This design comes from an exercise in tuning for small area on the open sky130 flow, not from production work. Function was checked by simulation only, so behaviour that the tests miss may differ from the original. The clock port is modelled as an ideal driver, which makes a skipped or thinned clock tree look cheaper than it is; a real chip needs a root buffer or a tree. Power is estimated from default activity; no workload was simulated.

quartz:
## uart_txrx_test
module uart_txrx_test(
    input  wire       clk,
    input  wire       n_reset,
    input  wire       TX_RDY,
    input  wire       RX_RDY,
    output reg        WEN,
    output reg        OEN,
    output reg  [7:0] uart_tx,
    input  wire [7:0] uart_rx,
    output reg  [3:0] ctrl,
    input  wire       sda_i,
    output reg        sda_o,
    output wire       sda_oe,
    output reg        scl,
    input  wire [3:0] key
);
    reg  [5:0]  ph;
    wire [15:0] PH_T = 16'h4cb3;
    wire        i2c_tick = ph[5] & ~ph[4] & ~ph[3] & ~ph[2] & ~ph[0];
    always @(posedge clk or negedge n_reset)
        if (!n_reset) ph <= 6'd0;
        else          ph <= {ph[4:0], PH_T[{ph[5], ph[4], ph[3], ph[1]}]};
    reg  [7:0]  tw, tr;
    wire [15:0] TM_T = 16'hac53;
    wire        tw_zero = (tw == 8'd0);
    wire        tr_zero = (tr == 8'd0);
    wire        write_valid = ~tw_zero;
    wire        read_valid  = ~tr_zero;
    always @(posedge clk or negedge n_reset)
        if (!n_reset) begin
            tw <= 8'd0;
            tr <= 8'd0;
        end else begin
            tw <= {tw[6:0], tw_zero ? key[2] : TM_T[{tw[7], tw[6], tw[5], tw[3]}]};
            tr <= {tr[6:0], tr_zero ? key[3] : TM_T[{tr[7], tr[6], tr[5], tr[3]}]};
        end
    reg  [10:0] cs;          
    reg         wr_en, rd_en;
    reg         addr_inc;    
    reg  [7:0]  rd_data;     
    reg  [7:0]  po_data;     
    wire        cs_end = cs[0] & cs[1] & cs[2] & cs[3] & cs[4] & cs[5]
                       & cs[6] & cs[10];
    wire        i2c_end;
    wire        i2c_start;
    always @(posedge clk or negedge n_reset)
        if (!n_reset) begin
            cs        <= 11'd0;
            wr_en     <= 1'b0;
            rd_en     <= 1'b0;
            addr_inc  <= 1'b0;
            po_data   <= 8'd0;
        end else if (i2c_tick) begin
            cs <= ((!wr_en && !rd_en) || cs_end) ? 11'd0
                                                 : {cs[9:0], ~(cs[10] ^ cs[0])};
            if (i2c_end && wr_en)  wr_en <= 1'b0;
  ...
export LEC_CHECK = 0
export CAP_MARGIN = 20
export CORE_MARGIN = 2
export CORE_UTILIZATION = 40
export PLACE_DENSITY = 0.6
export SLEW_MARGIN = 20
create_clock -name core_clock -period 10.0 [get_ports {clk}]
standard.sh (not shown) runs the stock make flow with config.mk's settings and CLKGATE_MAP_FILE= SYNTH_SCRIPT=/design/flow/synth_recipe.tcl, a recipe that flattens the netlist after the stock synthesis.
==> flow/flow/run.sh <==
#!/bin/bash
# The standard ORFS flow with these changes:
#  - synthesis maps the logic with an area-oriented ABC script (flow/abc_area.script)
#    in place of ORFS's delay-oriented one; everything else in synthesis is the
#    standard script (same passes, same flip-flop mapping and names);
#  - the port buffers are the smallest buffer cell (buf_1);
#  - the clock tree is built by flow/mycts.tcl (through ORFS's PRE_CTS_TCL hook)
#    in place of TritonCTS: one root buffer and balanced groups of flip-flops,
#    each behind its own leaf buffer; the rest of the CTS step (legalisation,
#    timing repair) is ORFS's.
set -euo pipefail
W=$(pwd)
rm -rf "$W/scripts_area"
cp -r "$FLOW_HOME/scripts" "$W/scripts_area"
cp "$W/flow/abc_area.script" "$W/scripts_area/abc_speed.script"
SCRIPTS_DIR="$W/scripts_area" bash standard.sh synth > synth_flow.log 2>&1
export BUFFER_PORTS_ARGS="-buffer_cell sky130_fd_sc_hd__buf_1"
export MY_FLOW_DIR="$W/flow"
export PRE_CTS_TCL="$W/flow/cts_hook.tcl"
bash standard.sh finish > layout_flow.log 2>&1
Other scripts of this flow, unchanged in this note and not shown: flow/flow/abc_area.script, flow/flow/cts_hook.tcl, flow/flow/mycts.tcl
diff inputs: quartz => yarrow
diff --git a/flow/design.v b/flow/design.v
--- a/flow/design.v
+++ b/flow/design.v
@@ -37,26 +37,26 @@
         end
     reg  [10:0] cs;          
     reg         wr_en, rd_en;
     reg         addr_inc;    
     reg  [7:0]  rd_data;     
     reg  [7:0]  po_data;     
-    wire        cs_end = cs[0] & cs[1] & cs[2] & cs[3] & cs[4] & cs[5]
-                       & cs[6] & cs[10];
+    wire        cs_end = cs[0] & cs[1] & cs[2] & ~cs[3] & cs[4] & ~cs[6]
+                       & ~cs[7] & ~cs[8] & ~cs[9] & ~cs[10];
     wire        i2c_end;
     wire        i2c_start;
     always @(posedge clk or negedge n_reset)
         if (!n_reset) begin
             cs        <= 11'd0;
             wr_en     <= 1'b0;
             rd_en     <= 1'b0;
             addr_inc  <= 1'b0;
             po_data   <= 8'd0;
         end else if (i2c_tick) begin
             cs <= ((!wr_en && !rd_en) || cs_end) ? 11'd0
-                                                 : {cs[9:0], ~(cs[10] ^ cs[0])};
+                                                 : {cs[9:0], ~(cs[10] ^ cs[8])};
             if (i2c_end && wr_en)  wr_en <= 1'b0;
             else if (write_valid)  wr_en <= 1'b1;
             if (i2c_end && rd_en)  rd_en <= 1'b0;
             else if (read_valid)   rd_en <= 1'b1;
             if (!wr_en && !rd_en)  addr_inc <= 1'b0;
             else if (i2c_end)      addr_inc <= ~addr_inc;
Findings:
- yarrow gives more placed cell area than quartz did.
- Compared with quartz, in yarrow detailed-routing wirelength on met1 grew by about 2%; final area up about 0.7%; first-iteration DRC count has increased; normalized max-slew margin went down 15 points.
- In yarrow, share of cell area taken by flip-flops and latches is lower than in quartz.
- In terms of power in the clock group, yarrow and quartz differ only marginally.
- [yarrow] peak clock frequency supported by timing fell about 4.4% relative to quartz
- When yarrow is set beside quartz, its core utilization turns out to be 0.31 points larger.
In every run of this note, the design's own scripts or RTL, not TritonCTS, make the clock network.

-- re-timing with driven ports --
The flow's constraints put no driver on any port. The routed layouts listed below were extracted and timed again, unchanged, in two steps. Step 1 (the two cells are an assumption about what drives the block):
set clk [get_ports {clk}]
set_driving_cell -lib_cell sky130_fd_sc_hd__clkbuf_16 $clk
set_driving_cell -lib_cell sky130_fd_sc_hd__buf_2 [delete_from_list [all_inputs] $clk]
Step 2 also shifts input and output timing later by t, the mid clock arrival at the registers, as if the neighbouring blocks saw the same clock. a / b / c = ideal / step 1 / step 2; a / b = the first two.
run	t (ns)	slack for setup (ns)	clock arrival spread, ns	worst slew at a driven data input, ns	pins driven straight from the clock port
quartz	0.556	5.336 / 5.309 / 5.865	0.018 / 0.017	0.03	1
yarrow	0.555	5.122 / 5.094 / 5.650	0.018 / 0.017	0.04	1
After both steps setup and hold are still met in every run listed.
